This design comes from an exercise in tuning for small area on the open sky130 flow, not from production work. Only simulation tests tie the RTL to the original design; equivalence was not proved. Power figures rest on the tool's default switching activity, not on a simulated workload.

`design/flow/config.mk`:
```
export PLATFORM = sky130hd
export DESIGN_NAME = gomoku
export DESIGN_NICKNAME = gomoku
export VERILOG_FILES = /design/flow/design.v
export SDC_FILE = /design/flow/constraint.sdc
export NUM_CORES = 8
export LEC_CHECK = 0
export ABC_AREA = 0
export CAP_MARGIN = 20
export CORE_MARGIN = 2
export CORE_UTILIZATION = 70
export SLEW_MARGIN = 20
export SYNTH_HIERARCHICAL = 1
export SYNTH_MINIMUM_KEEP_SIZE = 0
```
`design/flow/constraint.sdc`:
```
create_clock -name core_clock -period 12.0 [get_ports {clk}]
set_input_delay 2.4000 -clock core_clock [delete_from_list [all_inputs] [get_ports {clk}]]
set_output_delay 2.4000 -clock core_clock [all_outputs]
set_load 0.01 [all_outputs]
```
`design/flow/design.v`:
```
module gomoku(
    input        clk,
    input        rst,
    input        Btn0,
    output [3:0] VGA_R,     output [3:0] VGA_G,  output [3:0] VGA_B,
    output       VGA_HS,    output       VGA_VS,
    output [3:0] KeyPadRow, input  [3:0] KeyPadCol,
    output [7:0] Dot_row,
    output [7:0] Dot1_col,
    output [7:0] Dot2_col,
    output [6:0] HEX0,      output [6:0] HEX1
);
    reg [5:0] ph;
    always @(posedge clk or negedge rst) begin
        if (!rst) ph <= 6'd2;
        else      ph <= ph + 6'd1;
    end
    wire       en_vga = ~ph[0];
    wire       tick   = ph[1] & ph[0];
    wire [1:0] krow   = ph[3:2];
    wire [2:0] drow   = ph[5:3] + {2'b00, ph[2] & ph[1]};
    assign KeyPadRow = ~(4'b0001 << krow);
    assign Dot_row   = ~(8'b00000001 << drow);
    wire key_any = (KeyPadCol != 4'b1111);
    reg [3:0] key_now;
    always @(*) begin
        key_now = 4'h0;
        case (krow)
            2'd0: key_now = !KeyPadCol[3] ? 4'h0 : !KeyPadCol[2] ? 4'h1 : !KeyPadCol[1] ? 4'h4 : 4'h7;
            2'd1: key_now = !KeyPadCol[3] ? 4'hA : !KeyPadCol[2] ? 4'h2 : !KeyPadCol[1] ? 4'h5 : 4'h8;
            2'd2: key_now = !KeyPadCol[3] ? 4'hB : !KeyPadCol[2] ? 4'h3 : !KeyPadCol[1] ? 4'h6 : 4'h9;
            2'd3: key_now = !KeyPadCol[3] ? 4'hF : !KeyPadCol[2] ? 4'hE : !KeyPadCol[1] ? 4'hD : 4'hC;
        endcase
    end
    wire [2:0] kc_now = (key_now == 4'h6) ? 3'd0 : (key_now == 4'h4) ? 3'd1 :
                        (key_now == 4'h2) ? 3'd2 : (key_now == 4'h8) ? 3'd3 :
                        (key_now == 4'h5) ? 3'd4 : 3'd5;
    reg [2:0] kst;           
    reg [2:0] kc;
    reg       ev1, ev2;
    always @(posedge clk or negedge rst) begin
        if (!rst) begin
            kst <= 3'd0;
            kc  <= 3'd0;
            ev1 <= 1'b0;
            ev2 <= 1'b0;
        end else if (tick) begin
            ev1 <= 1'b0;
            ev2 <= ev1;
            if (kst == 3'd0) begin
                if (key_any) begin
                    kst <= 3'd1;
                    kc  <= kc_now;
                    ev1 <= 1'b1;
                end
            end else if (kst == 3'd7) begin
                kst <= 3'd0;
            end else begin
                kst <= key_any ? 3'd1 : kst + 3'd1;
            end
        end
    end
    wire key_valid = tick & ev2;
    reg       cp;            
    reg       lp;            
    reg [1:0] place_result;
    reg       game_over;
    reg       turn_reset;
    reg       pending;       
    reg       btn0_prev;
    reg [3:0] cur_r, cur_c;
    reg       occ_reg;       
    reg       win1, win2;    
    wire      timeout_pulse;
    wire      occ_t_now;     
    reg [3:0] ust;           
    wire [3:0] tr, tc;       
    wire confirm  = (~Btn0 & btn0_prev) | (key_valid && kc == 3'd4);
    wire key_dir   = ~kc[2];
    wire do_move  = key_valid && !game_over && !pending && (ust == 4'd8);
    always @(posedge clk or negedge rst) begin
        if (!rst) begin
            cp           <= 1'b0;
            lp           <= 1'b0;
            place_result <= 2'b00;
            game_over    <= 1'b0;
            turn_reset   <= 1'b0;
            pending      <= 1'b0;
            btn0_prev    <= 1'b1;
            cur_r        <= 4'd0;
            cur_c        <= 4'd0;
            occ_reg      <= 1'b0;
        end else begin
            turn_reset <= 1'b0;
            btn0_prev  <= Btn0;
            lp         <= cp;
            if (pending) begin
                pending <= 1'b0;
                occ_reg <= 1'b1;
                if (lp ? win2 : win1) game_over <= 1'b1;
                else begin
                    cp         <= ~cp;
                    turn_reset <= 1'b1;
                end
            end
            if (do_move) occ_reg <= occ_t_now;
            if (!game_over && !pending) begin
                if (timeout_pulse) begin
                    cp           <= ~cp;
                    place_result <= 2'b00;
                    turn_reset   <= 1'b1;
                end
                if (key_valid && key_dir)
                    place_result <= 2'b00;
                if (do_move) begin
                    cur_r <= tr;
                    cur_c <= tc;
                end
                if (confirm) begin
                    if (!occ_reg) begin
                        pending      <= 1'b1;
                        place_result <= 2'b01;
                    end else begin
                        place_result <= 2'b10;
                    end
                end
            end
        end
    end
    reg [8:0] tcnt;
    reg [3:0] sec_t, sec_o;
    reg       tout;
    wire      tend = (tcnt == 9'h021);
    always @(posedge clk or negedge rst) begin
        if (!rst) begin
            tcnt  <= 9'd0;
            sec_t <= 4'd9;
            sec_o <= 4'd9;
            tout  <= 1'b0;
        end else begin
            tout <= 1'b0;
            if (turn_reset) begin
                tcnt  <= 9'd0;
                sec_t <= 4'd9;
                sec_o <= 4'd9;
            end else if (!game_over) begin
                if (tend) begin
                    tcnt <= 9'd0;
                    if (sec_t != 4'd0 || sec_o != 4'd0) begin
                        if (sec_o == 4'd0) begin
                            sec_o <= 4'd9;
                            sec_t <= sec_t - 4'd1;
                        end else begin
                            sec_o <= sec_o - 4'd1;
                        end
                        if (sec_t == 4'd0 && sec_o == 4'd1) tout <= 1'b1;
                    end
                end else begin
                    tcnt <= {tcnt[7:0], ~(tcnt[8] ^ tcnt[4])};
                end
            end
        end
    end
    assign timeout_pulse = tout;
    function [6:0] seg7;
        input [3:0] d;
        begin
        seg7[0] = ~((d[3]) | (d[2] & d[0]) | (~d[2] & ~d[0]) | (d[1]));
        seg7[1] = ~((~d[1] & ~d[0]) | (~d[2]) | (d[1] & d[0]));
        seg7[2] = (~d[2] & d[1] & ~d[0]);
        seg7[3] = (d[2] & ~d[1] & ~d[0]) | (~d[3] & ~d[2] & ~d[1] & d[0]) | (d[2] & d[1] & d[0]);
        seg7[4] = (d[2] & ~d[1]) | (d[0]);
        seg7[5] = (~d[2] & d[1]) | (~d[3] & ~d[2] & d[0]) | (d[1] & d[0]);
        seg7[6] = (~d[3] & ~d[2] & ~d[1]) | (d[2] & d[1] & d[0]);
        end
    endfunction
    assign HEX0 = seg7(sec_o);
    assign HEX1 = seg7(sec_t);
    reg  [255:0] occ, bp2;
    wire [255:0] occ_d, bp2_d;
    wire [15:0] rsel = 16'd1 << cur_r;
    wire [15:0] csel = 16'd1 << cur_c;
    wire wen = pending & ~occ_reg;
    genvar gi, gj;
    generate
        for (gi = 0; gi < 16; gi = gi + 1) begin : g_wr
            gk_setrow u_o (.rw(wen & rsel[gi]),      .c(csel), .q(occ[16*gi +: 16]), .d(occ_d[16*gi +: 16]));
            gk_setrow u_p (.rw(wen & cp & rsel[gi]), .c(csel), .q(bp2[16*gi +: 16]), .d(bp2_d[16*gi +: 16]));
        end
    endgenerate
    always @(posedge clk or negedge rst) begin
        if (!rst) begin
            occ <= 256'd0;
            bp2 <= 256'd0;
        end else begin
            occ <= occ_d;
            bp2 <= bp2_d;
        end
    end
    wire trig_key = tick && (kst == 3'd0) && key_any;
    wire [1:0] mv_now = kc_now[1:0];
    wire mv_ok = ~kc_now[2] &&
                 ((kc_now[1:0] == 2'd0) ? (cur_r != 4'd0) : (kc_now[1:0] == 2'd1) ? (cur_r != 4'd15) :
                  (kc_now[1:0] == 2'd2) ? (cur_c != 4'd0) : (cur_c != 4'd15));
    wire trig = trig_key & mv_ok;
    wire [3:0] s  = trig ? 4'd0 : ust;
    wire busy = trig | ((ust != 4'd0) && (ust != 4'd9));
    wire [1:0] m  = trig ? mv_now : kc[1:0];
    assign tr = (m == 2'd0) ? cur_r - 4'd1 : (m == 2'd1) ? cur_r + 4'd1 : cur_r;
    assign tc = (m == 2'd2) ? cur_c - 4'd1 : (m == 2'd3) ? cur_c + 4'd1 : cur_c;
    reg signed [4:0] k;
    always @(*) begin
        case (s)
            4'd0: k = -5'sd4;
            4'd1: k =  5'sd4;
            4'd2: k = -5'sd3;
            4'd3: k =  5'sd3;
            4'd4: k = -5'sd2;
            4'd5: k =  5'sd2;
            4'd6: k = (m == 2'd1) ?  5'sd1 : -5'sd1;
            4'd7: k = (m[1]) ?  5'sd1 : 5'sd0;
            default: k = (m == 2'd1) ? -5'sd1 : (m == 2'd0) ? 5'sd1 : 5'sd0;
        endcase
    end
    wire [4:0] ra  = {1'b0, tr} + k;
    wire [4:0] cd  = {1'b0, tc} + k;
    wire [4:0] ca  = {1'b0, tc} - k;
    wire row_ok = ~ra[4];
    wire [3:0] pa = busy ? ra[3:0] : vc[3:0];
    wire [15:0] pasel = 16'd1 << pa;
    wire [15:0] po, pq;
    generate
        for (gj = 0; gj < 16; gj = gj + 1) begin : g_port
            wire [15:0] col_o, col_q;
            for (gi = 0; gi < 16; gi = gi + 1) begin : g_b
                assign col_o[gi] = occ[16*gi + gj];
                assign col_q[gi] = bp2[16*gi + gj];
            end
            gk_sel16 u_o (.s(pasel), .d(col_o), .o(po[gj]));
            gk_sel16 u_q (.s(pasel), .d(col_q), .o(pq[gj]));
        end
    endgenerate
    wire [2:0] co, cq, cor, cqr;
    gk_mux16 u_pv_o (.a(tc),      .d(po), .o(cor[0]));
    gk_mux16 u_pv_q (.a(tc),      .d(pq), .o(cqr[0]));
    gk_mux16 u_pd_o (.a(cd[3:0]), .d(po), .o(cor[1]));
    gk_mux16 u_pd_q (.a(cd[3:0]), .d(pq), .o(cqr[1]));
    gk_mux16 u_pa_o (.a(ca[3:0]), .d(po), .o(cor[2]));
    gk_mux16 u_pa_q (.a(ca[3:0]), .d(pq), .o(cqr[2]));
    wire [2:0] pk_ok = {row_ok & ~ca[4], row_ok & ~cd[4], row_ok};
    assign co = cor & pk_ok;
    assign cq = cqr & pk_ok;
    wire [5:0] cpk = {cq, co & ~cq};       
    reg [11:0] rx, ry;
    reg acc1, acc2;
    reg occ_t;
    integer e;
    wire [11:0] hwin;
    genvar gq;
    generate
        for (gq = 0; gq < 12; gq = gq + 1) begin : g_hw
            assign hwin[gq] = (tc >= gq) && (tc <= gq + 4);
        end
    endgenerate
    wire [15:0] tcsel = 16'd1 << tc;
    wire h1, h2;
    gk_run5 u_h1 (.m((po & ~pq) | tcsel), .w(hwin), .y(h1));
    gk_run5 u_h2 (.m(pq | tcsel),         .w(hwin), .y(h2));
    wire is_h = (k == 5'sd0);
    assign occ_t_now = ((s == 4'd8) && is_h) ? cor[0] : occ_t;
    wire first_n  = (s == 4'd6);
    wire s_first  = (s[3:1] == 3'd0);      
    wire second_n = (s == 4'd8 && !is_h) || (s == 4'd7 && m[1]);
    wire side_f   = (m == 2'd1);           
    reg [11:0] rx_d, ry_d;
    reg [5:0]  fin;                        
    reg [1:0]  rs, ro;
    reg        x1, x2;
    always @(*) begin
        for (e = 0; e < 6; e = e + 1) begin
            rs = side_f ? ry[2*e +: 2] : rx[2*e +: 2];
            ro = side_f ? rx[2*e +: 2] : ry[2*e +: 2];
            x1 = cpk[e] & (rs == 2'd3);
            x2 = cpk[e] ? (rs[1] | ro[1] | (rs[0] & ro[0])) : (ro == 2'd3);
            if (first_n) begin
                rx_d[2*e +: 2] = {x2, x1};
                ry_d[2*e +: 2] = {x2, x1};
            end else begin
                rx_d[2*e +: 2] = ry[2*e +: 2];
                ry_d[2*e +: 2] = {cpk[e] & ~s_first & (rx[2*e+1] ^ rx[2*e]), cpk[e] & (s_first | ~rx[2*e])};
            end
            fin[e] = second_n & (cpk[e] ? rx[2*e+1] : rx[2*e]);
        end
    end
    always @(posedge clk or negedge rst) begin
        if (!rst) begin
            ust   <= 4'd0;
            acc1  <= 1'b0;
            acc2  <= 1'b0;
            win1  <= 1'b0;
            win2  <= 1'b0;
            occ_t <= 1'b0;
            rx    <= 12'd0;
            ry    <= 12'd0;
        end else begin
            rx <= rx_d;
            ry <= ry_d;
            if (trig) begin
                ust  <= 4'd1;
                acc1 <= 1'b0;
                acc2 <= 1'b0;
            end else if (ust == 4'd9) begin
                ust  <= 4'd0;
                win1 <= acc1;
                win2 <= acc2;
            end else if (ust != 4'd0) begin
                ust <= ust + 4'd1;
            end
            if (busy) begin
                if (is_h) begin
                    occ_t <= cor[0];
                    if (h1) acc1 <= 1'b1;
                    if (h2) acc2 <= 1'b1;
                end
                if (|fin[2:0]) acc1 <= 1'b1;
                if (|fin[5:3]) acc2 <= 1'b1;
            end
        end
    end
    reg [4:0] hc, hx, vc, vy;
    wire h_last = (hc == 5'd25) && (hx == 5'd3);      
    wire h_wrap = (hc == 5'd28) && (hx == 5'd15);     
    always @(posedge clk or negedge rst) begin
        if (!rst) begin
            hc <= 5'd25; hx <= 5'd4;
            vc <= 5'd18; vy <= 5'd5;
        end else if (en_vga) begin
            if (h_wrap) begin
                hc <= 5'd0; hx <= 5'd0;
            end else if (hx == 5'd27) begin
                hc <= hc + 5'd1; hx <= 5'd0;
            end else begin
                hx <= hx + 5'd1;
            end
            if (h_last) begin
                if (vc == 5'd18 && vy == 5'd20) begin
                    vc <= 5'd0; vy <= 5'd0;
                end else if (vy == 5'd27) begin
                    vc <= vc + 5'd1; vy <= 5'd0;
                end else begin
                    vy <= vy + 5'd1;
                end
            end
        end
    end
    wire h0 = (hc == 5'd25) && (hx == 5'd4);           
    wire hs_on = ({hc, hx} >= {5'd20, 5'd1}) && ({hc, hx} <= {5'd23, 5'd12});
    assign VGA_HS = ~hs_on;
    wire vs_on = h0 ? ((vc == 5'd16 && vy == 5'd27) || (vc == 5'd17 && vy == 5'd0))
                    : (vc == 5'd16 && (vy == 5'd26 || vy == 5'd27));
    assign VGA_VS = ~vs_on;
    wire left_border = (hc >= 5'd26) || (hc == 5'd25 && hx >= 5'd4);    
    wire vis_x = left_border || (hc < 5'd19) || (hc == 5'd19 && hx < 5'd12);
    wire vis_y = (vc == 5'd18 && vy >= 5'd5) || (vc < 5'd16) || (vc == 5'd16 && vy < 5'd16);
    wire visible  = vis_x & vis_y;
    wire in_board = ~hc[4] & ~vc[4];
    reg [1:0] vcur, vnxt;    
    wire [3:0] nc = hc[4] ? 4'd0 : hc[3:0] + 4'd1;
    wire nxt_ok = ~busy & ((~hc[4] & (hc[3:0] != 4'd15)) | left_border);
    wire [15:0] hcsel = 16'd1 << hc[3:0];
    wire [15:0] ncsel = hc[4] ? 16'd1 : {hcsel[14:0], 1'b0};
    wire pn_o, pn_q;
    gk_sel16 u_vn_o (.s(ncsel), .d(po), .o(pn_o));
    gk_sel16 u_vn_q (.s(ncsel), .d(pq), .o(pn_q));
    wire wr_nxt = wen & (cur_r == vc[3:0]) & (cur_c == nc);
    wire is_cursor = (vc[3:0] == cur_r) && (hc[3:0] == cur_c);
    wire wr_cur = wen & is_cursor;
    wire enter = en_vga & (h_wrap | (hx == 5'd27));
    wire [1:0] vnxt_d = (nxt_ok ? {pn_q, pn_o} : vnxt) | {wr_nxt & cp, wr_nxt};
    always @(posedge clk or negedge rst) begin
        if (!rst) begin
            vcur <= 2'b00;
            vnxt <= 2'b00;
        end else begin
            vnxt <= vnxt_d;
            vcur <= enter ? vnxt_d : (vcur | {wr_cur & cp, wr_cur});
        end
    end
    wire v_occ = vcur[0];
    wire v_p2  = vcur[1];
    wire grid_pixel = (hx == 5'd0) || (vy == 5'd0) || (hx == 5'd27) || (vy == 5'd27);
    wire in_stone   = (hx >= 5'd4) && (hx < 5'd24) && (vy >= 5'd4) && (vy < 5'd24);
    wire cur_outline = (hx < 5'd2) || (vy < 5'd2) || (hx >= 5'd26) || (vy >= 5'd26);
    wire cur_cross  = ((hx >= 5'd13) && (hx <= 5'd15) && (vy >= 5'd8) && (vy <= 5'd20)) ||
                      ((vy >= 5'd13) && (vy <= 5'd15) && (hx >= 5'd8) && (hx <= 5'd20));
    reg [3:0] r_o, g_o, b_o;
    always @(*) begin
        r_o = 4'h0; g_o = 4'h0; b_o = 4'h0;
        if (visible) begin
            r_o = 4'hD; g_o = 4'h9; b_o = 4'h4;
            if (in_board) begin
                if (grid_pixel) begin
                    r_o = 4'h0; g_o = 4'h6; b_o = 4'h0;
                end
                if (v_occ && in_stone) begin
                    r_o = {4{v_p2}}; g_o = {4{v_p2}}; b_o = {4{v_p2}};
                end
                if (is_cursor && (cur_outline || cur_cross)) begin
                    r_o = {4{cp}}; g_o = {4{cp}}; b_o = {4{cp}};
                end
            end
        end
    end
    assign VGA_R = r_o;
    assign VGA_G = g_o;
    assign VGA_B = b_o;
    reg [7:0] pat1, pat2;
    reg [1:0] dcq;
    integer i;
    wire [1:0] rp = drow[1:0] ^ {2{drow[2]}};
    always @(*) begin
        for (i = 0; i < 8; i = i + 1) begin
            dcq = (i < 4) ? i : 7 - i;
            pat1[i] = (place_result[0] & ({1'b0, rp} + {1'b0, dcq} != 3'd4)) |
                      (place_result[1] & ((rp != dcq) || (dcq == 2'd0)));
        end
        pat2 = 8'b00000000;
        if (game_over) begin
            if (!cp) begin
                case (drow)
                    3'd7: pat2 = 8'b11110011;
                    3'd6: pat2 = 8'b11100011;
                    3'd5: pat2 = 8'b11000011;
                    3'd4: pat2 = 8'b11110011;
                    3'd3: pat2 = 8'b11110011;
                    3'd2: pat2 = 8'b11110011;
                    3'd1: pat2 = 8'b11000001;
                    3'd0: pat2 = 8'b11111111;
                endcase
            end else begin
                case (drow)
                    3'd7: pat2 = 8'b11100011;
                    3'd6: pat2 = 8'b11001101;
                    3'd5: pat2 = 8'b11111001;
                    3'd4: pat2 = 8'b11110011;
                    3'd3: pat2 = 8'b11100111;
                    3'd2: pat2 = 8'b11001111;
                    3'd1: pat2 = 8'b11000001;
                    3'd0: pat2 = 8'b11111111;
                endcase
            end
        end
    end
    assign Dot1_col = ~pat1;
    assign Dot2_col = ~pat2;
endmodule
module gk_setrow(
    input         rw,
    input  [15:0] c,
    input  [15:0] q,
    output [15:0] d
);
    genvar i;
    generate
        for (i = 0; i < 16; i = i + 1) begin : g
            gk_ao21 u (.a(rw), .b(c[i]), .c(q[i]), .y(d[i]));
        end
    endgenerate
endmodule
module gk_ao21(
    input  a,
    input  b,
    input  c,
    output y
);
    assign y = (a & b) | c;
endmodule
module gk_sel16(
    input  [15:0] s,
    input  [15:0] d,
    output        o
);
    wire a, b;
    gk_sel8 u0 (.s(s[7:0]),  .d(d[7:0]),  .o(a));
    gk_sel8 u1 (.s(s[15:8]), .d(d[15:8]), .o(b));
    assign o = a | b;
endmodule
module gk_sel8(
    input  [7:0] s,
    input  [7:0] d,
    output       o
);
    assign o = |(s & d);
endmodule
module gk_mux16(
    input  [3:0]  a,
    input  [15:0] d,
    output        o
);
    assign o = d[a];
endmodule
module gk_run5(
    input  [15:0] m,
    input  [11:0] w,
    output        y
);
    wire [14:0] p2 = m[14:0] & m[15:1];
    wire [12:0] p4 = p2[12:0] & p2[14:2];
    wire [11:0] p5 = p4[11:0] & m[15:4];
    assign y = |(p5 & w);
endmodule
```
`design/flow/flow/run.sh`:
```
#!/bin/bash
# Layout flow: the standard ORFS flow (same config.mk, same steps and
# synthesis script) with three changes:
#   - ABC maps the logic with flow/abc.script (area oriented, no buffering)
#   - the port buffers are sky130_fd_sc_hd__buf_1
#   - clock tree synthesis inserts no dummy loads
# Each tool's full output is kept under orfs/logs; make's own output in make.log.
set -euo pipefail
W=$(pwd)
cat > "$W/flow_synth.tcl" <<EOS
proc abc {args} {
  set i [lsearch \$args -script]
  if {\$i >= 0} { lset args [expr {\$i + 1}] $W/flow/abc.script }
  yosys abc {*}\$args
}
source $W/synth_recipe.tcl
EOS
make -C "$FLOW_HOME" DESIGN_CONFIG="$W/config.mk" WORK_HOME="$W/orfs" CLKGATE_MAP_FILE= \
    SYNTH_SCRIPT="$W/flow_synth.tcl" \
    BUFFER_PORTS_ARGS="-buffer_cell sky130_fd_sc_hd__buf_1" \
    CTS_ARGS="-sink_clustering_enable -repair_clock_nets -sink_clustering_size 25 -sink_clustering_max_diameter 80 -buf_list sky130_fd_sc_hd__clkbuf_16 -dont_use_dummy_load" \
    finish > "$W/make.log" 2>&1
R="$W/orfs/results/$FLOW_PLATFORM/gomoku/base"
: # left out here: write the final layout as DEF
```
`design/flow/flow/abc.script`:
```
&get -n
&st
&dch
&nf
&put
```
`design/flow/standard.sh`:
```
#!/bin/bash
# synth_recipe.tcl (not shown) runs the flow's synth.tcl, then flattens the netlist and writes it again
# the make line also repeats each setting of config.mk as NAME=value (left out here)
make -C /OpenROAD-flow-scripts/flow DESIGN_CONFIG=/design/flow/config.mk WORK_HOME=/design/flow/orfs CLKGATE_MAP_FILE= SYNTH_SCRIPT=/design/flow/synth_recipe.tcl "${@:-finish}"
```
==> flow_metrics.tcl, run 1 <==
set metrics [dict create \
    final_max_slew_viol_count 0 \
    max-cap-violations 0 \
    fmax_ghz 0.0929 \
    critPathKind "input port to flip-flop" \
    fin_setup_tns_ns 0 \
    crit_path_max_incr_delay_ns 0.82 \
    synthCells 2572 \
    drt-initial-drc-count 2960 \
    ys_seq_area_frac 0.538 \
    worstHoldPathType "flip-flop to flip-flop" \
    cts_setup_buffers 0 \
    syn_area_um2 28800 \
    clk_pin_slew_worst_paths_ns 0.08 \
    fin_crit_sh 0.897 \
    mostFrequentLayoutCells "dfrtp_1 (604), a21o_1 (521), nand2_1 (165)" \
    placed_area_um2 30300 \
    syn-num-nets 2649 \
    grtUsageTotal 0.435 \
    layout.cells.most_common "dfrtp_1" \
    dpl.hpwl_um 63000 \
    htree_num_levels 1 \
    clock_sinks 618 \
    rsz0062_at_grt "no" \
    largest_reg_flops 257 \
    worst_setup_path_end_kind "flip-flop" \
    skew_ns 0.0644 \
    fill_cells 2564 \
    grt_pass1_vias 23400 \
    cts-buffers-inserted 31 \
    synth_flop_cell "dfrtp_1" \
    cts_tree "yes" \
    drt-wirelength-per-cell_um 28.2 \
    register_area_um2 15500 \
    syn_to_final_growth_pct 8.19 \
    ys_ff_latch 618 \
    p_per_area_nw_per_um2 185 \
    final_hold_viol_count 0 \
    drive_gt1_frac 0.0688 \
    io_pins 63 \
    final_nets 2813 \
    vias 23900 \
    slew_headroom 0.247 \
    power.leakage_nw 18.3 \
    insertion_delay_ns 0.64 \
    dieArea_um2 42800 \
    cts_resized 0 \
    yosys.cell_types.count 64 \
    cp.arrival_ns 11.25 \
    cts_buffer_depth 3 \
    via_per_inst 7.30 \
    worst_pin_slew_ns 1.12 \
    status "no timing/DRC/antenna violations" \
    start_util 0.707 \
    drc_errors 0 \
    report.power.total_mw 5.76 \
    die_h_um 207 \
    multi_input_area_um2 13000 \
    rows 74 \
    holdWs_ns 0.459 \
    crit_fanout 17 \
    port_buffers 62 \
    antenna_found_initial 6 \
    crit_required_ns 12.48 \
    place_ws_ns 1.05 \
    avgSynthCellArea_um2 11.2 \
    cp_slowest_cell "or4_1" \
    setup_viol 0 \
    period_minus_slack_ns 10.77 \
    fin_area_um2 31100 \
    gp_congestion 1.01 \
    setup_ws_ns 1.23 \
    cts_root_buffer "clkbuf_16" \
    async_flop_share 1.00 \
    detail-route-antenna-nets 0 \
    die_width_um 207 \
    grt_max_degree 170 \
    coreArea_um2 40700 \
    yosys_warnings 7 \
    wl_um 92100 \
    synth-edff-count 0 \
    overflow 0 \
    cts_hold_buffers 0 \
    peakVddDrop_mv 0.211 \
    grt_first_pass_wirelength_um 139000 \
    critPathLaunchType "input port" \
    first_pass_iters 6 \
]
## metrics by stage
step / std cells / utilization
after floorplan: 2572 / -
after global placement: 3235 / 0.745
after detailed placement: 3235 / 0.745
after CTS: 3266 / 0.764
after global routing: 3266 / 0.764
final: 3267 / 0.764
## cell usage after synthesis, types with 8 or more instances
| master | instances | area [µm²] |
|---|---|---|
| a211oi_1 | 8 | 60.1 |
| a21o_1 | 521 | 3910 |
| a21oi_1 | 62 | 310 |
| a221oi_1 | 70 | 613 |
| a22o_1 | 72 | 631 |
| a22oi_1 | 146 | 1100 |
| a31oi_1 | 17 | 106 |
| and2_0 | 18 | 113 |
| and3_1 | 17 | 106 |
| buf_4 | 15 | 113 |
| clkinv_1 | 76 | 285 |
| dfrtp_1 | 604 | 15100 |
| dfstp_2 | 14 | 368 |
| ha_1 | 67 | 838 |
| mux2_1 | 10 | 113 |
| mux2i_1 | 13 | 130 |
| mux4_2 | 24 | 541 |
| nand2_1 | 165 | 619 |
| nand2b_1 | 28 | 175 |
| nand3_1 | 119 | 596 |
| nand4_1 | 13 | 81.3 |
| nor2_1 | 168 | 631 |
| nor2b_1 | 14 | 87.6 |
| nor3_1 | 32 | 160 |
| nor4_1 | 9 | 56.3 |
| o211ai_1 | 9 | 67.6 |
| o21ai_0 | 80 | 400 |
| o22ai_1 | 12 | 75.1 |
| o31ai_1 | 11 | 82.6 |
| or2_0 | 39 | 244 |
| xnor2_1 | 37 | 324 |
| xor2_1 | 11 | 96.3 |
## per-module statistics from Yosys, one instance, submodules excluded, excerpt
module,flip-flops and latches,cells inside,times used
gomoku,618,1586,1
gk_run5,0,20,2
gk_mux16,0,10,6
gk_sel8,0,5,68
gk_ao21,0,1,512
gk_sel16,0,1,34
## per-layer routing
metal,wire [µm],vias to the layer above,global-route usage,part of all wire
met5,54,-,0,0.00059
met4,6240,8,0.241,0.068
met2,42800,1495,0.699,0.46
met1,33800,12000,0.560,0.37
met3,9190,382,0.0882,0.10
li1,-,9988,-,-
## final timing paths
path | cells after the start | slack [ns] | to | from
min reg2reg | 1 | 0.46 | occ[16] | occ[16]
max reg2reg | 25 | 2.56 | ry[1] | ph[2]
min in group asynchronous | 1 | 1.89 | vy[1] | rst
max in group asynchronous | 3 | 7.97 | occ[92] | rst
min | 1 | 0.46 | occ[16] | occ[16]
max | 26 | 1.23 | ry[1] | KeyPadCol[3]
## report_power, final
| part | leakage (nW) | internal, mW | switching, mW |
|---|---|---|---|
| Clock | 0.382 | 0.458 | 0.642 |
| Sequential | 8.46 | 2.17 | 0.117 |
| Combinational | 9.45 | 0.608 | 1.76 |
## kinds of logic after synthesis
family                   synth area share
adder cells (fa/ha/maj)            0.0312
multiplexers                       0.0272
XOR/XNOR                           0.0146
flip-flops                          0.538
AND/OR/NAND/NOR                     0.105
buffers and inverters              0.0138
AO/OA/AOI/OAI                       0.270
## cell type report
cell class / count / area share
multi-input combinational: 1863 / 0.418
timing repair buffer: 146 / 0.0289
antenna: 1 / 0.0000804
clock buffer: 31 / 0.0249
tap: 532 / 0.0214
inverter: 76 / 0.00916
sequential: 618 / 0.497
## critical path, delay by kind of cell
kind	cells	cell delay, ns
fa+ha+maj	1	0.55
simple gates	10	3.89
buf+inv	3	0.88
compound gates	10	2.71
mux	2	0.81
==> run 2, diff against run 1 <==
--- a/design/flow/config.mk
+++ b/design/flow/config.mk
@@ -7,8 +7,8 @@
 export LEC_CHECK = 0
 export ABC_AREA = 0
-export CAP_MARGIN = 20
+export CAP_MARGIN = 5
 export CORE_MARGIN = 2
 export CORE_UTILIZATION = 70
-export SLEW_MARGIN = 20
+export SLEW_MARGIN = 5
 export SYNTH_HIERARCHICAL = 1
 export SYNTH_MINIMUM_KEEP_SIZE = 0
==> flow_metrics.tcl, run 2 <==
set metrics [dict create \
    largest_reg_flops 257 \
    p_sw_mw 2.51 \
    crit_fanout 17 \
    crit_required_ns 12.47 \
    port_buffers 62 \
    start_util 0.707 \
    period_minus_slack_ns 10.59 \
    drt-initial-drc-count 2843 \
    cts_resized 0 \
    internal_power_mw 3.24 \
    insertion_delay_ns 0.64 \
    detail-route-antenna-nets 0 \
    wl_um 92100 \
    syn_to_final_growth_pct 8.09 \
    grtUsageMet1 0.550 \
    p_comb_frac 0.411 \
    cts_hold_buffers 0 \
    grt_max_degree 170 \
    cts_buffer_depth 3 \
    cts_setup_buffers 0 \
    p_clk_frac 0.191 \
    fmax_ghz 0.0944 \
    fin_setup_tns_ns 0 \
    p_seq_frac 0.398 \
    via_per_inst 7.29 \
    dpl.cell_count 3235 \
    mostFrequentLayoutCells "dfrtp_1 (604), a21o_1 (521), nand2_1 (165)" \
    worst_setup_path_end_kind "flip-flop" \
    final_hold_viol_count 0 \
    yosys_warnings 7 \
    gp_congestion 1.01 \
    rows 74 \
    max-cap-violations 0 \
    cts-buffers-inserted 31 \
    cts_tree "yes" \
    io_pins 63 \
    clk_pin_slew_worst_paths_ns 0.09 \
    synthCells 2572 \
    rsz0062_at_grt "no" \
    dieArea_um2 42800 \
    fin_crit_sh 0.882 \
    worst_pin_slew_ns 1.31 \
    syn-num-nets 2649 \
    use_met3 0.105 \
    synth_flop_cell "dfrtp_1" \
    use_met2 0.693 \
    syn_area_um2 28800 \
    first_pass_iters 7 \
    avgSynthCellArea_um2 11.2 \
    vias 23800 \
    p_per_area_nw_per_um2 185 \
    grtUsageTotal 0.436 \
    synth-edff-count 0 \
    switching_share 0.437 \
    yosysMostFrequentCell "dfrtp_1" \
    critPathKind "input port to flip-flop" \
    final_max_slew_viol_count 0 \
    antenna_found_initial 4 \
    layout.cells.most_common "dfrtp_1" \
    clock_sinks 618 \
    fin_cells 3268 \
    grt-busiest-layer "met2" \
    critPathLaunchType "input port" \
    setup_viol 0 \
    ys_seq_area_frac 0.538 \
    cp.arrival_ns 11.06 \
    grt_pass1_vias 23700 \
    coreArea_um2 40700 \
    cts_root_buffer "clkbuf_16" \
    report.power.total_mw 5.75 \
    worstHoldPathType "flip-flop to flip-flop" \
    power.leakage_nw 18.3 \
    synth_top_area_cell "dfrtp_1" \
    drt-wirelength-per-cell_um 28.2 \
    grt_first_pass_wirelength_um 139000 \
    die_width_um 207 \
    dpl.hpwl_um 63000 \
    drive_gt1_frac 0.0677 \
    final_nets 2813 \
    synth_area_leaders "dfrtp_1 (53%), a21o_1 (14%), a22oi_1 (3.8%), ha_1 (2.9%), a22o_1 (2.2%)" \
    synthTopCellsByCount "dfrtp_1 (604), a21o_1 (521), nor2_1 (168)" \
    skew_ns 0.0606 \
    status "no timing/DRC/antenna violations" \
    yosys.cell_types.count 64 \
    htree_num_levels 1 \
    overflow 0 \
    utilization 0.764 \
    slew_headroom 0.122 \
    die_h_um 207 \
    peakVddDrop_mv 0.262 \
    drc_errors 0 \
    yosysTopAreaCellShare 0.525 \
    ys_ff_latch 618 \
    async_flop_share 1.00 \
    fill_cells 2575 \
]
run 2: changes by cell type in the layout (fill, tap and decap cells not counted), sizes merged:
cell | previous run | this run
diode | 1 | 2
run 2: final cells by class:
cell class / count / area [µm²] / area share
Inverter: 76 / 285 / 0.00917
Timing Repair Buffer: 146 / 892 / 0.0287
Antenna cell: 2 / 5.00 / 0.000161
Clock buffer: 31 / 776 / 0.0249
Tap cell: 532 / 666 / 0.0214
Multi-Input combinational cell: 1863 / 13000 / 0.418
Sequential cell: 618 / 15500 / 0.498
run 2: worst max-delay path: stages:
cell,delay [ns]
buf_1,0.26
nor4bb_1,0.67
a31oi_1,0.14
a22oi_1,0.23
a211oi_1,0.10
or4_1,0.81
mux2_1,0.49
a21oi_1,0.33
nor3_1,0.11
nor2_1,0.37
clkinv_1,0.29
fa_1,0.50
xor2_1,0.19
o21ai_0,0.34
nand3_1,0.21
nor2_2,0.74
buf_4,0.31
a221oi_1,0.11
nand3_1,0.14
or2_0,0.33
mux4_2,0.31
nor2_1,0.04
o32ai_1,0.68
nand3b_1,0.33
a2111oi_0,0.36
a211o_1,0.18
o41ai_1,0.07
run 2: routing by layer:
| metal | up-vias | routed length, µm |
|---|---|---|
| met5 | - | 0 |
| met4 | 0 | 6350 |
| met3 | 386 | 9350 |
| met2 | 1506 | 42900 |
| met1 | 11900 | 33500 |
| li1 | 10000 | - |
run 2: worst paths after layout:
kind,start,endpoint,slack (ns),cells after the start
worst max-delay path,KeyPadCol[3],ry[1],1.41,27
worst min-delay path,occ[16],occ[16],0.46,1
worst max register to register,ph[2],ry[1],2.72,26
worst min register to register,occ[16],occ[16],0.46,1
max in group asynchronous,rst,occ[92],7.67,3
min in group asynchronous,rst,hx[3],1.91,1
run 2: Yosys stat by module, one instance, submodules excluded, a selection:
module    times used  cells inside
gk_sel8           68             5
gomoku             1          1586
gk_ao21          512             1
gk_sel16          34             1
gk_run5            2            20
gk_mux16           6            10
run 2: cell families (layout without fill, tap and decap cells):
group,count (synthesis),in the layout,synth area share
and+or+nand+nor,643,643,0.105
adders and majority gates,70,70,0.0312
buffers and inverters,91,253,0.0138
xor gates and xnor gates,48,48,0.0146
DFF,618,618,0.538
muxes,47,47,0.0272
AOI/OAI and AO/OA,1055,1055,0.270
other,0,2,0
run 2: per-stage QoR:
step,setup WS (ns),area [µm²],hold slack (ns)
3_5_place_dp,1.07,30300,0.444
3_3_place_gp,1.18,30300,0.437
2_1_floorplan,2.10,28800,0.428
6_report,1.41,31100,0.460
5_1_grt,0.765,31100,0.473
4_1_cts,1.65,31100,0.458
run 2: power by group through the flow:
stage	Clock (mW)	Sequential (mW)	Combinational, mW
final	1.10	2.29	2.36
after global routing	1.17	2.30	2.49
after CTS	1.10	2.28	2.28
after detailed placement	0	2.32	2.25
after global placement	0	2.31	2.22
after floorplan	0	2.29	1.32
==> run 3, diff against run 2 <==
--- a/design/flow/flow/run.sh
+++ b/design/flow/flow/run.sh
@@ -19,5 +19,5 @@
     SYNTH_SCRIPT="$W/flow_synth.tcl" \
     BUFFER_PORTS_ARGS="-buffer_cell sky130_fd_sc_hd__buf_1" \
-    CTS_ARGS="-sink_clustering_enable -repair_clock_nets -sink_clustering_size 25 -sink_clustering_max_diameter 80 -buf_list sky130_fd_sc_hd__clkbuf_16 -dont_use_dummy_load" \
+    CTS_ARGS="-sink_clustering_enable -repair_clock_nets -sink_clustering_size 15 -sink_clustering_max_diameter 60 -buf_list sky130_fd_sc_hd__clkbuf_8 -dont_use_dummy_load" \
     finish > "$W/make.log" 2>&1
 R="$W/orfs/results/$FLOW_PLATFORM/gomoku/base"
--- a/design/flow/config.mk
+++ b/design/flow/config.mk
@@ -7,8 +7,8 @@
 export LEC_CHECK = 0
 export ABC_AREA = 0
-export CAP_MARGIN = 5
+export CAP_MARGIN = 20
 export CORE_MARGIN = 2
 export CORE_UTILIZATION = 70
-export SLEW_MARGIN = 5
+export SLEW_MARGIN = 20
 export SYNTH_HIERARCHICAL = 1
 export SYNTH_MINIMUM_KEEP_SIZE = 0
==> flow_metrics.tcl, run 3 <==
set metrics [dict create \
    status "no timing/DRC/antenna violations" \
    die_width_um 207 \
    drc_errors 0 \
    die_h_um 207 \
    yosysMostFrequentCell "dfrtp_1" \
    fill_cells 2599 \
    fin_cells 3286 \
    async_flop_share 1.00 \
    gp_congestion 1.01 \
    clock_sinks 618 \
    synth_top_area_cell "dfrtp_1" \
    crit_start "KeyPadCol[3]" \
    vias 23800 \
    grt_pass1_vias 23600 \
    report.power.total_mw 5.66 \
    grt_first_pass_wirelength_um 138000 \
    yosys.cell_types.count 64 \
    p_seq_frac 0.405 \
    drt-initial-drc-count 2696 \
    via_per_inst 7.24 \
    critPathLaunchType "input port" \
    largest_reg_flops 257 \
    rows 74 \
    drt-wirelength-per-cell_um 27.9 \
    place_ws_ns 1.05 \
    switching_share 0.443 \
    cts_tree "yes" \
    slew_headroom 0.276 \
    rr_startpoint "ph[2]" \
    setup_ws_ns 1.28 \
    grt_max_degree 170 \
    synthCells 2572 \
    dpl.cell_count 3235 \
    io_pins 63 \
    fin_setup_tns_ns 0 \
    avgSynthCellArea_um2 11.2 \
    p_clk_frac 0.180 \
    layout.cells.most_common "dfrtp_1" \
    worstSetupEndpoint "ry[1]" \
    utilization 0.762 \
    synthTopCellsByCount "dfrtp_1 (604), a21o_1 (521), nor2_1 (168)" \
    peakVddDrop_mv 0.197 \
    fmax_ghz 0.0933 \
    placed_area_um2 30300 \
    syn_to_final_growth_pct 7.89 \
    fin_area_um2 31100 \
    cts_root_buffer "clkbuf_8" \
    overflow 0 \
    grtUsageTotal 0.437 \
    holdWs_ns 0.462 \
    fin_crit_sh 0.894 \
    rsz0062_at_grt "no" \
    cts_buffer_depth 3 \
    regToRegEndpoint "ry[1]" \
    yosys_warnings 7 \
    start_util 0.707 \
    clk_pin_slew_worst_paths_ns 0.09 \
    p_comb_frac 0.416 \
    cts-buffers-inserted 50 \
    dpl.hpwl_um 63000 \
    yosysTopAreaCellShare 0.525 \
    period_minus_slack_ns 10.72 \
    setup_viol 0 \
    crit_fanout 17 \
    synth_area_leaders "dfrtp_1 (53%), a21o_1 (14%), a22oi_1 (3.8%), ha_1 (2.9%), a22o_1 (2.2%)" \
    dieArea_um2 42800 \
    ys_ff_latch 618 \
    port_buffers 62 \
    mostFrequentLayoutCells "dfrtp_1 (604), a21o_1 (521), nand2_1 (165)" \
    syn_area_um2 28800 \
    final_nets 2832 \
    rr_worst_depth 26 \
    skew_ns 0.108 \
    first_pass_iters 5 \
    cp.arrival_ns 11.18 \
    coreArea_um2 40700 \
    worst_setup_path_end_kind "flip-flop" \
    worst_pin_slew_ns 1.06 \
    insertion_delay_ns 0.69 \
    crit_required_ns 12.45 \
    detail-route-antenna-nets 0 \
    power.leakage_nw 18.3 \
    max-cap-violations 0 \
    cts_resized 0 \
    ys_seq_area_frac 0.538 \
    synth-edff-count 0 \
    final_max_slew_viol_count 0 \
    p_sw_mw 2.50 \
    drive_gt1_frac 0.0752 \
    wl_um 91700 \
    cts_setup_buffers 0 \
    htree_num_levels 2 \
    worstHoldPathType "flip-flop to flip-flop" \
    critPathKind "input port to flip-flop" \
    syn-num-nets 2649 \
    antenna_found_initial 4 \
    synth_flop_cell "dfrtp_1" \
    final_hold_viol_count 0 \
    cts_hold_buffers 0 \
    internal_power_mw 3.15 \
    p_per_area_nw_per_um2 182 \
    r2r_slack_ns 2.61 \
]
-- run 3: cell counts after synthesis --
Identical to the previous run, type by type.
-- run 3: logic make-up (layout without fill, tap and decap cells) --
group | after synthesis | in the layout | share of synthesized area
AO/OA/AOI/OAI | 1055 | 1055 | 0.270
AND/OR/NAND/NOR | 643 | 643 | 0.105
flip-flops | 618 | 618 | 0.538
buffers and inverters | 91 | 272 | 0.0138
adder cells (fa/ha/maj) | 70 | 70 | 0.0312
XOR/XNOR | 48 | 48 | 0.0146
multiplexers | 47 | 47 | 0.0272
other | 0 | 1 | 0
-- run 3: per-layer routing --
| metal | wire (µm) | vias up | track usage |
|---|---|---|---|
| li1 | - | 10000 | - |
| met1 | 33400 | 11900 | 0.563 |
| met2 | 42700 | 1502 | 0.692 |
| met3 | 9240 | 331 | 0.0900 |
| met4 | 6290 | 4 | 0.259 |
| met5 | 26 | - | 0 |
-- run 3: worst min path at each step --
stage,start,to,slack [ns],cells past startpoint
final,occ[52],occ[52],0.46,1
after global routing,bp2[23],bp2[23],0.47,1
after CTS,occ[161],occ[161],0.46,1
after detailed placement,bp2[34],bp2[34],0.44,1
after global placement,occ[43],occ[43],0.44,1
after floorplan,bp2[160],bp2[160],0.43,1
-- run 3: power groups by stage --
| stage | clock network, mW | logic [mW] | registers [mW] |
|---|---|---|---|
| 6_report | 1.02 | 2.35 | 2.29 |
| 5_1_grt | 1.09 | 2.50 | 2.30 |
| 4_1_cts | 1.01 | 2.27 | 2.28 |
| 3_5_place_dp | 0 | 2.26 | 2.32 |
| 3_3_place_gp | 0 | 2.22 | 2.31 |
| 2_1_floorplan | 0 | 1.32 | 2.29 |
-- run 3: cell type report --
| type | instances | area [µm²] | share of cell area |
|---|---|---|---|
| timing repair buffer | 146 | 900 | 0.0290 |
| multi-input combinational | 1863 | 13000 | 0.420 |
| antenna | 1 | 2.50 | 0.0000806 |
| tap | 532 | 666 | 0.0214 |
| inverter | 76 | 285 | 0.00919 |
| clock buffer | 50 | 688 | 0.0222 |
| sequential | 618 | 15500 | 0.499 |
-- run 3: critical path: stages --
cell       delay (ns)
buf_1            0.26
nor4bb_1         0.63
a31oi_1          0.14
a22oi_1          0.24
a211oi_1         0.11
or4_1            0.82
mux2_1           0.49
a21oi_1          0.31
nor3_1           0.11
nor2_1           0.40
clkinv_1         0.30
fa_1             0.51
xor2_1           0.19
o21ai_0          0.35
nand3_1          0.21
nor2_2           0.72
buf_4            0.31
a221oi_1         0.10
nand3_1          0.15
or2_0            0.34
mux4_2           0.31
nor2_1           0.04
o32ai_1          0.69
nand3b_1         0.36
a2111oi_0        0.41
a211o_1          0.19
o41ai_1          0.08
-- run 3: modules after synthesis, one instance, submodules excluded, excerpt --
module | area [µm²] | flip-flops and latches
gk_ao21 | 7.51 | 0
gk_run5 | 121 | 0
gk_sel8 | 37.5 | 0
gk_mux16 | 119 | 0
gomoku | 21200 | 618
gk_sel16 | 6.26 | 0
==> run 4, diff against run 3 <==
--- a/design/flow/config.mk
+++ b/design/flow/config.mk
@@ -7,8 +7,8 @@
 export LEC_CHECK = 0
 export ABC_AREA = 0
-export CAP_MARGIN = 20
+export CAP_MARGIN = 5
 export CORE_MARGIN = 2
 export CORE_UTILIZATION = 70
-export SLEW_MARGIN = 20
+export SLEW_MARGIN = 5
 export SYNTH_HIERARCHICAL = 1
 export SYNTH_MINIMUM_KEEP_SIZE = 0
==> flow_metrics.tcl, run 4 <==
set metrics [dict create \
    status "no timing/DRC/antenna violations" \
    critPathKind "input port to flip-flop" \
    final_nets 2832 \
    overflow 0 \
    port_buffers 62 \
    rsz0062_at_grt "no" \
    met1_length_um 33000 \
    dpl.hpwl_um 63000 \
    p_per_area_nw_per_um2 182 \
    drive_gt1_frac 0.0741 \
    worstHoldPathType "flip-flop to flip-flop" \
    worst_pin_slew_ns 1.31 \
    regToRegEndpoint "ry[1]" \
    r2r_slack_ns 2.62 \
    placed_area_um2 30300 \
    cts_tree "yes" \
    p_clk_frac 0.179 \
    antenna_found_initial 4 \
    ys_ff_latch 618 \
    synth_flop_cell "dfrtp_1" \
    critPathLaunchType "input port" \
    synth_area_leaders "dfrtp_1 (53%), a21o_1 (14%), a22oi_1 (3.8%), ha_1 (2.9%), a22o_1 (2.2%)" \
    min_from "occ[76]" \
    yosys.cell_types.count 64 \
    p_comb_frac 0.416 \
    grt_max_degree 170 \
    synth_compound_area_frac 0.270 \
    cts-buffers-inserted 50 \
    clk_pin_slew_worst_paths_ns 0.07 \
    crit_path_max_incr_delay_ns 0.81 \
    synthMuxAreaShare 0.0272 \
    largest_reg_flops 257 \
    mostFrequentLayoutCells "dfrtp_1 (604), a21o_1 (521), nand2_1 (165)" \
    yosysTopAreaCellShare 0.525 \
    detail-route-antenna-nets 0 \
    fin_setup_tns_ns 0 \
    cts_root_buffer "clkbuf_8" \
    synth_top_area_cell "dfrtp_1" \
    die_width_um 207 \
    syn_to_final_growth_pct 7.76 \
    report.power.total_mw 5.66 \
    synth_simple_gate_area_frac 0.105 \
    crit_fanout 17 \
    insertion_delay_ns 0.70 \
    rows 74 \
    slew_headroom 0.124 \
    ys_seq_area_frac 0.538 \
    power.leakage_nw 18.3 \
    async_flop_share 1.00 \
    hold_path_end "occ[76]" \
    synth_fa_ha_area_frac 0.0312 \
    syn_area_um2 28800 \
    first_pass_iters 5 \
    yosysMostFrequentCell "dfrtp_1" \
    grt_pass1_vias 23600 \
    wl_um 91400 \
    final_hold_viol_count 0 \
    die_h_um 207 \
    clock_sinks 618 \
    fin_area_um2 31000 \
    drt-initial-drc-count 2595 \
    cp_slowest_cell "or4_1" \
    drt-wirelength-per-cell_um 27.8 \
    fill_cells 2605 \
    synthTopCellsByCount "dfrtp_1 (604), a21o_1 (521), nor2_1 (168)" \
    met2_length_um 42400 \
    switching_share 0.443 \
    internal_power_mw 3.15 \
    final_max_slew_viol_count 0 \
    p_sw_mw 2.51 \
    holdWs_ns 0.461 \
    peakVddDrop_mv 0.263 \
    holdPathStages 1 \
    worst_setup_path_end_kind "flip-flop" \
    htree_num_levels 2 \
    start_util 0.707 \
    rr_startpoint "ph[2]" \
    period_minus_slack_ns 10.72 \
    top_layer "met5" \
    wl_met3_um 9390 \
    synthCells 2572 \
    drc_errors 0 \
    setup_viol 0 \
    dieArea_um2 42800 \
    synth_top_family_by_area "compound AO/OA/AOI/OAI gates" \
    synth-xor-area-share 0.0146 \
    fmax_ghz 0.0933 \
    skew_ns 0.138 \
    vias 23800 \
    register_area_um2 15500 \
    yosys_warnings 7 \
    layout.cells.most_common "dfrtp_1" \
    grt_first_pass_wirelength_um 138000 \
    crit_required_ns 12.43 \
    cts_buffer_depth 3 \
    cts_hold_buffers 0 \
    multi_input_area_um2 13000 \
    grtUsageTotal 0.435 \
    cp.arrival_ns 11.15 \
    io_pins 63 \
    via_per_inst 7.24 \
    coreArea_um2 40700 \
    gp_congestion 1.01 \
    cts_resized 0 \
    avgSynthCellArea_um2 11.2 \
    cts_setup_buffers 0 \
    synth-edff-count 0 \
    p_seq_frac 0.404 \
    insertedDiodeCount 0 \
    rr_worst_depth 25 \
    syn-num-nets 2649 \
    fin_crit_sh 0.893 \
    max-cap-violations 0 \
]
## run 4: cell counts after synthesis
Identical to the previous run, type by type.
## run 4: power groups by stage
stage          clock network (mW)  registers, mW  logic, mW
2_1_floorplan                   0           2.29       1.32
3_3_place_gp                    0           2.31       2.22
3_5_place_dp                    0           2.32       2.25
4_1_cts                      1.01           2.28       2.27
5_1_grt                      1.09           2.30       2.49
6_report                     1.01           2.29       2.36
## run 4: modules after synthesis (local to each module, per instance), a selection
module	flip-flops and latches	cell area, µm²	cells inside	times used
gomoku	618	21200	1586	1
gk_run5	0	121	20	2
gk_mux16	0	119	10	6
gk_sel8	0	37.5	5	68
gk_ao21	0	7.51	1	512
gk_sel16	0	6.26	1	34
## run 4: final cells by class
| cell class | instances | area share |
|---|---|---|
| Clock buffer | 50 | 0.0222 |
| Multi-Input combinational cell | 1863 | 0.419 |
| Sequential cell | 618 | 0.499 |
| Timing Repair Buffer | 146 | 0.0288 |
| Inverter | 76 | 0.00920 |
| Tap cell | 532 | 0.0215 |
## run 4: cell families after synthesis
kind of cell,after synthesis
AOI/OAI and AO/OA,1055
xor gates and xnor gates,48
adders and majority gates,70
buffers and inverters,91
DFF,618
muxes,47
and+or+nand+nor,643
## run 4: worst max-delay path by stage
| stage | start | slack (ns) | depth (start not counted) | end |
|---|---|---|---|---|
| floorplan | KeyPadCol[2] | 2.10 | 26 | ry[1] |
| global placement | KeyPadCol[3] | 1.18 | 29 | ry[1] |
| detailed placement | KeyPadCol[3] | 1.07 | 27 | ry[1] |
| CTS | KeyPadCol[3] | 1.64 | 27 | ry[1] |
| global route | KeyPadCol[3] | 0.71 | 27 | ry[1] |
| finish | KeyPadCol[3] | 1.28 | 26 | ry[1] |
## run 4: metal layers
layer	up-vias	track usage
met3	362	0.0997
met5	-	0
met4	6	0.274
met2	1508	0.685
met1	11900	0.550
li1	10000	-
## run 4: through the flow
step	instances	worst slack [ns]	util
2_1_floorplan	2572	2.10	-
3_3_place_gp	3235	1.18	0.745
3_5_place_dp	3235	1.07	0.745
4_1_cts	3285	1.64	0.761
5_1_grt	3285	0.706	0.761
6_report	3285	1.28	0.761
## run 4: worst max-delay path, delay by kind of cell
family / cells / cell delay [ns]
simple gates: 10 / 3.87
buf+inv: 3 / 0.89
fa+ha+maj: 1 / 0.56
compound gates: 10 / 2.60
mux: 2 / 0.83
==> run 5, diff against run 4 <==
--- a/design/flow/flow/run.sh
+++ b/design/flow/flow/run.sh
@@ -19,5 +19,5 @@
     SYNTH_SCRIPT="$W/flow_synth.tcl" \
     BUFFER_PORTS_ARGS="-buffer_cell sky130_fd_sc_hd__buf_1" \
-    CTS_ARGS="-sink_clustering_enable -repair_clock_nets -sink_clustering_size 15 -sink_clustering_max_diameter 60 -buf_list sky130_fd_sc_hd__clkbuf_8 -dont_use_dummy_load" \
+    CTS_ARGS="-sink_clustering_enable -repair_clock_nets -sink_clustering_size 10 -sink_clustering_max_diameter 50 -buf_list sky130_fd_sc_hd__clkbuf_4 -dont_use_dummy_load" \
     finish > "$W/make.log" 2>&1
 R="$W/orfs/results/$FLOW_PLATFORM/gomoku/base"
--- a/design/flow/config.mk
+++ b/design/flow/config.mk
@@ -7,8 +7,8 @@
 export LEC_CHECK = 0
 export ABC_AREA = 0
-export CAP_MARGIN = 5
+export CAP_MARGIN = 20
 export CORE_MARGIN = 2
 export CORE_UTILIZATION = 70
-export SLEW_MARGIN = 5
+export SLEW_MARGIN = 20
 export SYNTH_HIERARCHICAL = 1
 export SYNTH_MINIMUM_KEEP_SIZE = 0
==> flow_metrics.tcl, run 5 <==
set metrics [dict create \
    io_pins 63 \
    crit_fanout 17 \
    syn_area_um2 28800 \
    start_util 0.707 \
    final_hold_viol_count 0 \
    syn-num-nets 2649 \
    critPathLaunchType "input port" \
    avgSynthCellArea_um2 11.2 \
    final_nets 2857 \
    drt-initial-drc-count 2820 \
    p_comb_frac 0.422 \
    cts_resized 0 \
    drive_gt1_frac 0.0835 \
    setup_viol 0 \
    fin_crit_sh 0.878 \
    ys_seq_area_frac 0.538 \
    insertion_delay_ns 0.87 \
    max-cap-violations 0 \
    slew_headroom 0.296 \
    port_buffers 62 \
    antenna_found_initial 7 \
    p_per_area_nw_per_um2 181 \
    cts_root_buffer "clkbuf_4" \
    largest_reg_flops 257 \
    via_per_inst 7.25 \
    synth_flop_cell "dfrtp_1" \
    p_sw_mw 2.53 \
    clk_pin_slew_worst_paths_ns 0.10 \
    yosys_warnings 7 \
    detail-route-antenna-nets 0 \
    vias 24000 \
    setup_ws_ns 1.46 \
    crit_required_ns 12.66 \
    worst_pin_slew_ns 1.03 \
    cts_buffer_depth 3 \
    grt_max_degree 170 \
    first_pass_iters 6 \
    mostFrequentLayoutCells "dfrtp_1 (604), a21o_1 (521), nand2_1 (165)" \
    die_h_um 207 \
    htree_num_levels 3 \
    gp_congestion 1.01 \
    switching_share 0.452 \
    syn_to_final_growth_pct 7.49 \
    async_flop_share 1.00 \
    grt_pass1_vias 23800 \
    coreArea_um2 40700 \
    grt_first_pass_wirelength_um 139000 \
    cts_setup_buffers 0 \
    dpl.hpwl_um 63000 \
    worst_setup_path_end_kind "flip-flop" \
    peakVddDrop_mv 0.215 \
    ys_ff_latch 618 \
    period_minus_slack_ns 10.54 \
    skew_ns 0.0713 \
    cts_hold_buffers 0 \
    power.leakage_nw 18.3 \
    p_seq_frac 0.409 \
    p_clk_frac 0.169 \
    yosysMostFrequentCell "dfrtp_1" \
    worstHoldPathType "flip-flop to flip-flop" \
    cts-buffers-inserted 75 \
    critPathKind "input port to flip-flop" \
    grtUsageTotal 0.439 \
    wl_um 92100 \
    clock_sinks 618 \
    layout.cells.most_common "dfrtp_1" \
    fin_area_um2 30900 \
    dieArea_um2 42800 \
    rsz0062_at_grt "no" \
    rows 74 \
    fin_setup_tns_ns 0 \
    die_width_um 207 \
    synth-edff-count 0 \
    final_max_slew_viol_count 0 \
    cts_tree "yes" \
    synth_area_leaders "dfrtp_1 (53%), a21o_1 (14%), a22oi_1 (3.8%), ha_1 (2.9%), a22o_1 (2.2%)" \
    drt-wirelength-per-cell_um 27.8 \
    placed_area_um2 30300 \
    status "no timing/DRC/antenna violations" \
    drc_errors 0 \
    place_ws_ns 1.05 \
    internal_power_mw 3.07 \
    synth_top_area_cell "dfrtp_1" \
    cp.arrival_ns 11.21 \
    overflow 0 \
    yosys.cell_types.count 64 \
    holdWs_ns 0.459 \
    synthTopCellsByCount "dfrtp_1 (604), a21o_1 (521), nor2_1 (168)" \
    synthCells 2572 \
    yosysTopAreaCellShare 0.525 \
    fmax_ghz 0.0949 \
]
-- run 5: metrics by stage --
stage,total power [mW],utilization,instances
after floorplan,3.61,-,2572
after global placement,4.53,0.745,3235
after detailed placement,4.58,0.745,3235
after CTS,5.50,0.759,3310
after global routing,5.83,0.759,3313
final,5.60,0.759,3315
-- run 5: cells by family (layout without fill, tap and decap cells) --
family / Yosys count / in the layout / synth area share
other cells: 0 / 5 / 0
buf+inv: 91 / 297 / 0.0138
mux: 47 / 47 / 0.0272
compound gates: 1055 / 1055 / 0.270
xor+xnor: 48 / 48 / 0.0146
flops: 618 / 618 / 0.538
fa+ha+maj: 70 / 70 / 0.0312
simple gates: 643 / 643 / 0.105
-- run 5: worst paths after layout --
check | slack (ns) | start | end | cells after the start
worst max-delay path | 1.46 | KeyPadCol[3] | ry[1] | 28
worst min-delay path | 0.46 | occ[76] | occ[76] | 1
worst max register to register | 2.61 | ph[2] | ry[1] | 27
worst min register to register | 0.46 | occ[76] | occ[76] | 1
max in group asynchronous | 8.15 | rst | occ[92] | 3
min in group asynchronous | 1.69 | rst | vy[1] | 1
-- run 5: layer usage --
metal	vias up	track usage	part of all wire
met4	6	0.266	0.070
met5	-	0	0.00050
met1	12000	0.551	0.36
met2	1531	0.685	0.46
li1	10100	-	-
met3	376	0.119	0.11
-- run 5: Yosys stat by module, one instance, submodules excluded, excerpt --
module / flops+latches / copies in the design
gk_run5: 0 / 2
gomoku: 618 / 1
gk_mux16: 0 / 6
gk_ao21: 0 / 512
gk_sel16: 0 / 34
gk_sel8: 0 / 68
-- run 5: final cells by class --
type	instances	area (µm²)
Sequential cell	618	15500
Timing Repair Buffer	146	900
Inverter	76	285
Tap cell	532	666
Antenna cell	5	12.5
Multi-Input combinational cell	1863	13000
Clock buffer	75	563
Fill cell	2608	9800
-- run 5: critical path, cell delays in order --
cell and delay (ns):
buf_1 0.26, nor4bb_1 0.63, a31oi_1 0.14, a22oi_1 0.24
a211oi_1 0.11, or4_1 0.82, mux2_1 0.49, a21oi_1 0.31
nor3_1 0.11, nor2_1 0.39, clkinv_1 0.29, fa_1 0.51
xor2_1 0.19, o21ai_0 0.35, nand2_1 0.19, nor2_2 0.56
buf_4 0.28, a22o_1 0.14, a221oi_1 0.06, nand3_1 0.16
or2_0 0.43, mux4_2 0.33, nor2_1 0.04, o32ai_1 0.71
nand3b_1 0.36, a2111oi_0 0.43, a211o_1 0.19, o41ai_1 0.07
-- run 5: power groups by stage --
| stage | combinational (mW) | clock [mW] | sequential (mW) |
|---|---|---|---|
| global route | 2.50 | 1.04 | 2.30 |
| CTS | 2.27 | 0.951 | 2.28 |
| detailed placement | 2.26 | 0 | 2.32 |
| global placement | 2.22 | 0 | 2.31 |
| floorplan | 1.32 | 0 | 2.29 |
| finish | 2.36 | 0.948 | 2.29 |

re-timing with driven ports:
The flow's constraints put no driver on any port. The routed layouts listed below were extracted and timed again, unchanged, in two steps.
Step 1, drivers: a clkbuf_16 drives clk and a buf_2 each remaining input, both assumed.
Step 2, shift: input delay + t, output delay - t, t = (earliest + latest rising clock arrival at the registers) / 2. This alone moves slack from input paths to output paths.
Three values: ideal ports, drivers, drivers and shift; two values: the first two.
run	t (ns)	setup WS [ns]	worst hold slack (ns)	worst data-port slew with drivers (ns)	cell pins on the clock port's net
run 1	0.676	1.230 / 1.267 / 0.591	0.459 / 0.459 / 0.459	0.04	1
run 2	0.669	1.411 / 1.449 / 0.780	0.460 / 0.460 / 0.460	0.05	1
run 3	0.691	1.277 / 1.306 / 0.615	0.462 / 0.462 / 0.462	0.04	1
run 4	0.692	1.279 / 1.314 / 0.622	0.461 / 0.461 / 0.461	0.05	1
run 5	0.881	1.460 / 1.493 / 0.611	0.459 / 0.459 / 0.459	0.05	1
After both steps setup and hold are still met in every run listed. For run 5, which loses most, drivers alone change the setup slack by +0.033 ns; drivers and shift together by -0.849 ns.
